Source: an optimization exercise on an open RTL-to-GDS flow (aim: small area). Production flows keep margins and buffers that such runs may drop. Where RTL was checked, it was by simulation tests only, not by an equivalence proof against the original. No driver is modelled on the clock port, so clock power and skew are understated where the tree is cut down; a real chip needs a root buffer or a tree. Power is estimated from default activity; no workload was simulated.

==> delta <==
==> flow/design.v (excerpt) <==
module vg75
(
    input               clock,
    input               reset_n,
    output reg          r,
    output              g,
    output              b,
    output              hs,
    output              vs,
    input      [15:0]   cpu_address,
    input      [ 7:0]   cpu_out,
    input               cpu_we,
    input               cpu_rd,
    output     [15:0]   address,
    output reg [10:0]   font_address,
    input       [7:0]   in,
    input       [7:0]   font_in
);
==> module vg75, before the edit <==
module vg75
(
    input               clock,
    input               reset_n,
    output reg          r,
    output              g,
    output              b,
    output              hs,
    output              vs,
    input      [15:0]   cpu_address,
    input      [ 7:0]   cpu_out,
    input               cpu_we,
    input               cpu_rd,
    output     [15:0]   address,
    output reg [10:0]   font_address,
    input       [7:0]   in,
    input       [7:0]   font_in
);
assign g = r;
assign b = r;
reg  [ 2:0] ph;          
reg  [ 7:0] hc;          
reg  [ 3:0] ln;          
reg  [ 5:0] vr;          
reg  [ 4:0] frame;       
reg         flash;
reg  [ 5:0] mask;        
reg         loaded;      
reg         display;
reg         ld;          
reg         ld_row;      
reg  [ 6:0] cursor_x;
reg  [ 5:0] cursor_y;
wire p0 = ~ph[2] & ~ph[0];
wire p1 = ~ph[1] &  ph[0];
wire p5 =  ph[2] & ~ph[1];
wire xmax  = ~hc[7] & hc[6] & hc[5] & hc[4] & p5;        
wire vlast =  vr[5] & ~vr[4] & vr[2];                    
wire ymax  = vlast & ln[1] & ln[0];                      
wire lnmax = ln[3] & ln[0];                              
assign hs = hc[7] | ~(hc[6] & hc[5]) | (hc[4:0] == 5'd0 & ~p0);   
assign vs = vlast & ln[1];                                         
wire text  = ~vr[5] & ~(vr[4] & vr[3] & vr[2] & vr[1]);   
wire hpos  = ~hc[7] & (~hc[6] | ~hc[5] & ~hc[4]);          
wire h80   = hc == 8'd80;
wire hin   = hpos | h80;                                   
wire hm1   = hc[7] & (hc[4:0] == 5'b11111);                
wire ln0   = ln == 4'd0;
wire match = (cursor_x == hc[6:0]) & (cursor_y == vr);
wire       first = hc[7] & ln0;                            
wire [4:0] row   = text & ~(first & vr == 0) ? vr[4:0] : 5'd30;
wire [2:0] colh  = ~text ? 3'd0 : hin ? hc[6:4] : first ? 3'd0 : 3'd5;
wire [3:0] coll  = text & hin ? hc[3:0] : 4'd0;
wire [8:0] ahi   = 9'h06A + row * 5 + colh;
assign address = loaded ? {3'b111, ahi, coll} : 16'h0000;
always @(posedge clock) begin
    ph <= reset_n == 0 || xmax ? 3'b110 : {ph[1:0], ~ph[2]};
    if (reset_n == 0 || xmax)
        hc <= 8'd235;
    else if (p0)
        hc <= hc + 1;
    if (reset_n == 0) begin
        ln <= 5;
        vr <= 6'd55;
    end else if (xmax) begin
        if (ymax) begin
            ln <= 5;
            vr <= 6'd55;
        end else if (lnmax) begin
            ln <= 0;
            vr <= vr + 1;
        end else
            ln <= ln + 1;
    end
    if (reset_n == 0) begin
        frame <= 0;
        flash <= 0;
    end else if (xmax && ymax) begin
        frame <= (frame == 29) ? 0 : frame + 1;
        if (frame == 29) flash <= ~flash;
    end
    if (reset_n == 0)
        loaded <= 0;
    else if (text && hm1 && p0)
        loaded <= 1;
    if (reset_n == 0)
        font_address <= 0;
    else if (text && hin && p1)
        font_address <= {in, ln[2:0]};
    if (text && hpos && p5)
        mask <= ln[3] ? {6{match & flash}} : font_in[5:0];
    else
        mask <= {mask[4:0], 1'b0};
    r <= reset_n & display & mask[5] & ~hc[7];
    if (reset_n == 0) begin
        display  <= 1;
        ld       <= 0;
        cursor_x <= 0;
        cursor_y <= 0;
    end else if (cpu_we) begin
        if (cpu_address == 16'hC001) begin
            if (cpu_out[7:5] == 3'b001) begin
                ld      <= 0;
                display <= |cpu_out[4:0];
            end
            if (cpu_out == 8'h80) begin
                ld     <= 1;
                ld_row <= 0;
            end
        end else if (cpu_address == 16'hC000 && ld) begin
            ld_row <= ~ld_row;
            if (ld_row) cursor_y <= cpu_out[5:0];
            else        cursor_x <= cpu_out[6:0];
        end
    end
end
endmodule
==> flow/config.mk <==
export PLATFORM = sky130hd
export DESIGN_NAME = vg75
export DESIGN_NICKNAME = vg75
export VERILOG_FILES = /design/flow/design.v
export SDC_FILE = /design/flow/constraint.sdc
export NUM_CORES = 4
export LEC_CHECK = 0
export CAP_MARGIN = 20
export CORE_MARGIN = 2
export CORE_UTILIZATION = 40
export SLEW_MARGIN = 20
==> flow/constraint.sdc <==
create_clock -name core_clock -period 10.0 [get_ports {clock}]
set_input_delay 2.0000 -clock core_clock [delete_from_list [all_inputs] [get_ports {clock}]]
set_output_delay 2.0000 -clock core_clock [all_outputs]
set_load 0.01 [all_outputs]
standard.sh (not shown) runs the stock make flow with config.mk's settings and CLKGATE_MAP_FILE= SYNTH_SCRIPT=/design/flow/synth_recipe.tcl, a recipe that flattens the netlist after the stock synthesis.
==> flow/flow/run.sh <==
#!/bin/bash
# Layout flow:
#  1. the standard synthesis (standard.sh synth);
#  2. its combinational logic re-mapped for area by Yosys/ABC (flow/reopt.tcl),
#     flip-flops untouched, and the result proven equivalent to the standard
#     netlist (flow/eqv.tcl); if anything fails the standard netlist is kept;
#  3. the standard layout, with buf_1 port buffers and a clock tree of a few
#     clock buffers, each driving a k-means group of flip-flops (flow/cts_hook.tcl).
set -euo pipefail
W=$PWD
RES=$W/orfs/results/$FLOW_PLATFORM/vg75/base
export FLOW_CTS_K=${FLOW_CTS_K:-4}
export FLOW_CTS_BUF=${FLOW_CTS_BUF:-sky130_fd_sc_hd__clkbuf_16}
export REOPT_LIB=$FLOW_HOME/platforms/sky130hd/lib/sky130_fd_sc_hd__tt_025C_1v80.lib
export REOPT_DONT_USE="sky130_fd_sc_hd__probe_p_8 sky130_fd_sc_hd__probec_p_8 sky130_fd_sc_hd__lpflow_bleeder_1 sky130_fd_sc_hd__lpflow_clkbufkapwr_1 sky130_fd_sc_hd__lpflow_clkbufkapwr_16 sky130_fd_sc_hd__lpflow_clkbufkapwr_2 sky130_fd_sc_hd__lpflow_clkbufkapwr_4 sky130_fd_sc_hd__lpflow_clkbufkapwr_8 sky130_fd_sc_hd__lpflow_clkinvkapwr_1 sky130_fd_sc_hd__lpflow_clkinvkapwr_16 sky130_fd_sc_hd__lpflow_clkinvkapwr_2 sky130_fd_sc_hd__lpflow_clkinvkapwr_4 sky130_fd_sc_hd__lpflow_clkinvkapwr_8 sky130_fd_sc_hd__lpflow_decapkapwr_12 sky130_fd_sc_hd__lpflow_decapkapwr_3 sky130_fd_sc_hd__lpflow_decapkapwr_4 sky130_fd_sc_hd__lpflow_decapkapwr_6 sky130_fd_sc_hd__lpflow_decapkapwr_8 sky130_fd_sc_hd__lpflow_inputiso0n_1 sky130_fd_sc_hd__lpflow_inputiso0p_1 sky130_fd_sc_hd__lpflow_inputiso1n_1 sky130_fd_sc_hd__lpflow_inputiso1p_1 sky130_fd_sc_hd__lpflow_inputisolatch_1 sky130_fd_sc_hd__lpflow_isobufsrc_1 sky130_fd_sc_hd__lpflow_isobufsrc_16 sky130_fd_sc_hd__lpflow_isobufsrc_2 sky130_fd_sc_hd__lpflow_isobufsrc_4 sky130_fd_sc_hd__lpflow_isobufsrc_8 sky130_fd_sc_hd__lpflow_isobufsrckapwr_16 sky130_fd_sc_hd__lpflow_lsbuf_lh_hl_isowell_tap_1 sky130_fd_sc_hd__lpflow_lsbuf_lh_hl_isowell_tap_2 sky130_fd_sc_hd__lpflow_lsbuf_lh_hl_isowell_tap_4 sky130_fd_sc_hd__lpflow_lsbuf_lh_isowell_4 sky130_fd_sc_hd__lpflow_lsbuf_lh_isowell_tap_1 sky130_fd_sc_hd__lpflow_lsbuf_lh_isowell_tap_2 sky130_fd_sc_hd__lpflow_lsbuf_lh_isowell_tap_4"

bash standard.sh synth > synth.log 2>&1

mkdir -p reopt
cp $RES/1_2_yosys.v reopt/standard.v
if REOPT_IN=$W/reopt/standard.v REOPT_OUT=$W/reopt/remapped.v REOPT_STAT=$W/reopt/stat.txt \
     REOPT_ABC=$W/flow/abc_area.script yosys -c flow/reopt.tcl > reopt.log 2>&1 \
   && python3 flow/cut.py reopt/standard.v reopt/standard_cut.v \
   && python3 flow/cut.py reopt/remapped.v reopt/remapped_cut.v \
   && EQV_GOLD=$W/reopt/standard_cut.v EQV_GATE=$W/reopt/remapped_cut.v \
        yosys -c flow/eqv.tcl > eqv.log 2>&1; then
  echo "using the re-mapped netlist" > reopt/choice.txt
  cp reopt/remapped.v $RES/1_2_yosys.v
  rm -f $RES/1_synth.odb $RES/1_synth.sdc
else
  echo "re-mapping failed; using the standard netlist" > reopt/choice.txt
fi

bash standard.sh \
  "BUFFER_PORTS_ARGS=-buffer_cell sky130_fd_sc_hd__buf_1" \
  "PRE_CTS_TCL=$W/flow/cts_hook.tcl" \
  finish > layout.log 2>&1
==> flow/flow/abc_area.script <==
strash
&get -n
&st
&deepsyn -T 60
&put
dch -f
amap
==> flow/flow/cts_hook.tcl <==
# Clock tree: the clock port drives a few clock buffers, each placed at the
# centre of a group of flip-flops (k-means on their placed positions), and
# each buffer drives its group's clock pins. This replaces TritonCTS.
proc my_kmeans_cts { k bufcell } {
  set block [ord::get_db_block]
  set dbu [$block getDefUnits]
  set pins {}
  set xs {}
  set ys {}
  foreach pin [get_pins -of_objects [get_nets clock]] {
    if { [get_property $pin direction] != "input" } { continue }
    set it [sta::sta_to_db_pin $pin]
    set loc [[$it getInst] getLocation]
    lappend pins $pin
    lappend xs [expr [lindex $loc 0] / double($dbu)]
    lappend ys [expr [lindex $loc 1] / double($dbu)]
  }
  set n [llength $pins]
  # initial centres: spread along x
  set order [lsort -real -indices $xs]
  set cx {}
  set cy {}
  for { set j 0 } { $j < $k } { incr j } {
    set i [lindex $order [expr int(($j + 0.5) * $n / $k)]]
    lappend cx [lindex $xs $i]
    lappend cy [lindex $ys $i]
  }
  for { set iter 0 } { $iter < 50 } { incr iter } {
    set asg {}
    for { set i 0 } { $i < $n } { incr i } {
      set best 0
      set bd 1e30
      for { set j 0 } { $j < $k } { incr j } {
        set d [expr abs([lindex $xs $i] - [lindex $cx $j]) + abs([lindex $ys $i] - [lindex $cy $j])]
        if { $d < $bd } { set bd $d; set best $j }
      }
      lappend asg $best
    }
    set ncx {}
    set ncy {}
    for { set j 0 } { $j < $k } { incr j } {
      set sx 0.0; set sy 0.0; set c 0
      for { set i 0 } { $i < $n } { incr i } {
        if { [lindex $asg $i] == $j } {
          set sx [expr $sx + [lindex $xs $i]]
          set sy [expr $sy + [lindex $ys $i]]
          incr c
        }
      }
      if { $c > 0 } {
        lappend ncx [expr $sx / $c]
        lappend ncy [expr $sy / $c]
      } else {
        lappend ncx [lindex $cx $j]
        lappend ncy [lindex $cy $j]
      }
    }
    set cx $ncx
    set cy $ncy
  }
  for { set j 0 } { $j < $k } { incr j } {
    set group {}
    for { set i 0 } { $i < $n } { incr i } {
      if { [lindex $asg $i] == $j } { lappend group [lindex $pins $i] }
    }
    if { [llength $group] == 0 } { continue }
    puts "clock group $j: [llength $group] sinks at [lindex $cx $j] [lindex $cy $j]"
    insert_buffer -buffer_cell $bufcell -net clock -load_pins $group \
      -location [list [lindex $cx $j] [lindex $cy $j]] \
      -buffer_name clkbuf_leaf_$j -net_name clknet_leaf_$j
  }
}

my_kmeans_cts $::env(FLOW_CTS_K) $::env(FLOW_CTS_BUF)
rename clock_tree_synthesis my_unused_cts
proc clock_tree_synthesis { args } {
  set_propagated_clock [all_clocks]
}
==> flow/flow/eqv.tcl <==
# Prove the re-mapped netlist equivalent to the standard one: both have their
# flip-flops cut into ports (flow/cut.py), then a SAT miter over the logic.
yosys -import
read_liberty -ignore_miss_func $::env(REOPT_LIB)
read_verilog $::env(EQV_GOLD)
yosys rename $::env(FLOW_TOP) gold
read_verilog $::env(EQV_GATE)
yosys rename $::env(FLOW_TOP) gate
hierarchy -check
flatten
opt_clean
miter -equiv -flatten -make_assert gold gate miter
hierarchy -top miter
sat -verify -prove-asserts miter
==> flow/flow/reopt.tcl <==
# Re-map the combinational logic of the standard synthesis for area.
# Flip-flops are kept as they are (same instances, names and cell types):
# they are black boxes here, so only the logic between them is rebuilt.
yosys -import
set lib $::env(REOPT_LIB)
read_liberty -ignore_miss_func $lib
read_verilog $::env(REOPT_IN)
hierarchy -top $::env(FLOW_TOP)
foreach m [list sky130_fd_sc_hd__dfxtp_1 sky130_fd_sc_hd__dfxtp_2 sky130_fd_sc_hd__dfxtp_4 \
             sky130_fd_sc_hd__edfxtp_1 sky130_fd_sc_hd__dfrtp_1 sky130_fd_sc_hd__dfstp_1 \
             sky130_fd_sc_hd__dfxbp_1 sky130_fd_sc_hd__sdfxtp_1] {
  blackbox $m
}
flatten
opt_clean
set dont_use {}
foreach c $::env(REOPT_DONT_USE) { lappend dont_use -dont_use $c }
abc -script $::env(REOPT_ABC) -liberty $lib {*}$dont_use
opt_clean -purge
hilomap -singleton -hicell sky130_fd_sc_hd__conb_1 HI -locell sky130_fd_sc_hd__conb_1 LO
insbuf -buf sky130_fd_sc_hd__buf_1 A X
splitnets
opt_clean -purge
tee -o $::env(REOPT_STAT) stat -liberty $lib $::env(FLOW_TOP)
select $::env(FLOW_TOP)
write_verilog -noattr -noexpr -nohex -nodec -selected $::env(REOPT_OUT)
Other scripts of this flow, unchanged in this note and not shown: flow/flow/cut.py
==> inputs of umber, as changes to delta <==
--- a/flow/flow/eqv.tcl
+++ b/flow/flow/eqv.tcl
@@ -5,5 +5,5 @@
 read_verilog $::env(EQV_GOLD)
-yosys rename $::env(FLOW_TOP) gold
+rename $::env(FLOW_TOP) gold
 read_verilog $::env(EQV_GATE)
-yosys rename $::env(FLOW_TOP) gate
+rename $::env(FLOW_TOP) gate
 hierarchy -check
==> inputs of indigo, as changes to delta <==
--- a/flow/design.v
+++ b/flow/design.v
@@ -32,3 +32,3 @@
 reg  [ 6:0] cursor_x;
-reg  [ 5:0] cursor_y;
+reg  [ 4:0] cursor_y;    
 wire p0 = ~ph[2] & ~ph[0];
@@ -48,3 +48,3 @@
 wire ln0   = ln == 4'd0;
-wire match = (cursor_x == hc[6:0]) & (cursor_y == vr);
+wire match = (cursor_x == hc[6:0]) & (cursor_y == vr[4:0]);
 wire       first = hc[7] & ln0;                            
@@ -75,7 +75,7 @@
     if (reset_n == 0) begin
-        frame <= 0;
+        frame <= 5'b00010;
         flash <= 0;
     end else if (xmax && ymax) begin
-        frame <= (frame == 29) ? 0 : frame + 1;
-        if (frame == 29) flash <= ~flash;
+        frame <= (frame == 5'b10000) ? 5'b00010 : {frame[3:0], frame[4] ^ frame[2]};
+        if (frame == 5'b10000) flash <= ~flash;
     end
@@ -111,3 +111,3 @@
             ld_row <= ~ld_row;
-            if (ld_row) cursor_y <= cpu_out[5:0];
+            if (ld_row) cursor_y <= cpu_out[4:0] | {5{cpu_out[5]}};
             else        cursor_x <= cpu_out[6:0];
--- a/flow/flow/run.sh
+++ b/flow/flow/run.sh
@@ -20,10 +20,22 @@
 cp $RES/1_2_yosys.v reopt/standard.v
-if REOPT_IN=$W/reopt/standard.v REOPT_OUT=$W/reopt/remapped.v REOPT_STAT=$W/reopt/stat.txt \
-     REOPT_ABC=$W/flow/abc_area.script yosys -c flow/reopt.tcl > reopt.log 2>&1 \
-   && python3 flow/cut.py reopt/standard.v reopt/standard_cut.v \
-   && python3 flow/cut.py reopt/remapped.v reopt/remapped_cut.v \
-   && EQV_GOLD=$W/reopt/standard_cut.v EQV_GATE=$W/reopt/remapped_cut.v \
-        yosys -c flow/eqv.tcl > eqv.log 2>&1; then
-  echo "using the re-mapped netlist" > reopt/choice.txt
-  cp reopt/remapped.v $RES/1_2_yosys.v
+python3 flow/cut.py reopt/standard.v reopt/standard_cut.v
+# Several ABC runs with different random seeds, in parallel; the smallest
+# netlist that is proven equivalent to the standard one is used.
+remap() {
+  local s=$1
+  sed "s/SEED/$s/" flow/abc_area.script.in > reopt/abc_$s.script
+  REOPT_IN=$W/reopt/standard.v REOPT_OUT=$W/reopt/remapped_$s.v REOPT_STAT=$W/reopt/stat_$s.txt \
+    REOPT_ABC=$W/reopt/abc_$s.script yosys -c flow/reopt.tcl > reopt_$s.log 2>&1 \
+  && python3 flow/cut.py reopt/remapped_$s.v reopt/remapped_${s}_cut.v \
+  && EQV_GOLD=$W/reopt/standard_cut.v EQV_GATE=$W/reopt/remapped_${s}_cut.v \
+       yosys -c flow/eqv.tcl > eqv_$s.log 2>&1 \
+  && echo "$(awk '/Chip area/ {print $NF}' reopt/stat_$s.txt) $s" >> reopt/proven.txt
+}
+: > reopt/proven.txt
+for s in 0 1 2 3; do remap $s & done
+wait
+if [[ -s reopt/proven.txt ]]; then
+  best=$(sort -g reopt/proven.txt | head -1 | awk '{print $2}')
+  echo "using the re-mapped netlist of seed $best" > reopt/choice.txt
+  cp reopt/remapped_$best.v $RES/1_2_yosys.v
   rm -f $RES/1_synth.odb $RES/1_synth.sdc
==> flow/flow/abc_area.script.in (new file) <==
strash
&get -n
&st
&deepsyn -T 60 -S SEED
&put
dch -f
amap
--- a/flow/flow/cts_hook.tcl
+++ b/flow/flow/cts_hook.tcl
@@ -74,2 +74,17 @@
 my_kmeans_cts $::env(FLOW_CTS_K) $::env(FLOW_CTS_BUF)
+# Optional root driver between the clock port and the leaf drivers (needed
+# when the leaves are inverters, or when there are more than 4 of them).
+if { [info exists ::env(FLOW_CTS_ROOT)] && $::env(FLOW_CTS_ROOT) != "" } {
+  set leaves [get_pins -of_objects [get_nets clock] -filter "direction == input"]
+  set sx 0.0; set sy 0.0; set c 0
+  set dbu [[ord::get_db_block] getDefUnits]
+  foreach pin $leaves {
+    set loc [[[sta::sta_to_db_pin $pin] getInst] getLocation]
+    set sx [expr $sx + [lindex $loc 0] / double($dbu)]
+    set sy [expr $sy + [lindex $loc 1] / double($dbu)]
+    incr c
+  }
+  insert_buffer -buffer_cell $::env(FLOW_CTS_ROOT) -net clock -load_pins $leaves \
+    -location [list [expr $sx / $c] [expr $sy / $c]] -buffer_name clkbuf_root -net_name clknet_root
+}
 rename clock_tree_synthesis my_unused_cts
removed: flow/flow/abc_area.script
==> run notes <==
indigo completed with no timing, DRC or antenna violations. umber produced a clean layout. delta completed without violations. Clock skew: indigo > umber > delta. Critical path depth, lowest first: indigo, umber, delta. Wire length, lowest first: delta, indigo, umber. The highest final cell count belongs to umber, the lowest to indigo. The highest synthesized area belongs to umber, the lowest to delta. In indigo the sequential power is smaller than in umber, by about 2%. Against indigo, the first-iteration DRC count of umber is smaller by 39%. Sequential share of layout area, lowest first: umber, indigo, delta.
For indigo, only the layout was checked, not whether the RTL still works. No run of this note takes its clock network from TritonCTS; it comes from the design's own scripts or RTL.

## what the ideal ports hide
No port has a modelled driver above. Below, the same layouts with a new extraction and two added sets of constraints.
Step 1, drivers: a clkbuf_16 drives clock and a buf_2 each remaining input, both assumed.
Step 2 times the ports against the registers' clock, not the clock port: input delays grow and output delays shrink by t, the midpoint of the rising clock arrivals with the driver on.
Slacks: ideal / step 1 / step 2; pairs: ideal / step 1.
run | t (ns) | setup slack, ns | worst hold slack (ns) | worst slew at a driven data input, ns
delta | 0.211 | 4.733 / 4.658 / 4.869 | 0.430 / 0.430 / 0.430 | 0.04
umber | 0.210 | 3.710 / 3.636 / 3.845 | 0.469 / 0.469 / 0.469 | 0.03
indigo | 0.205 | 4.880 / 4.806 / 5.011 | 0.430 / 0.430 / 0.430 | 0.03
After both steps setup and hold are still met in every run listed.
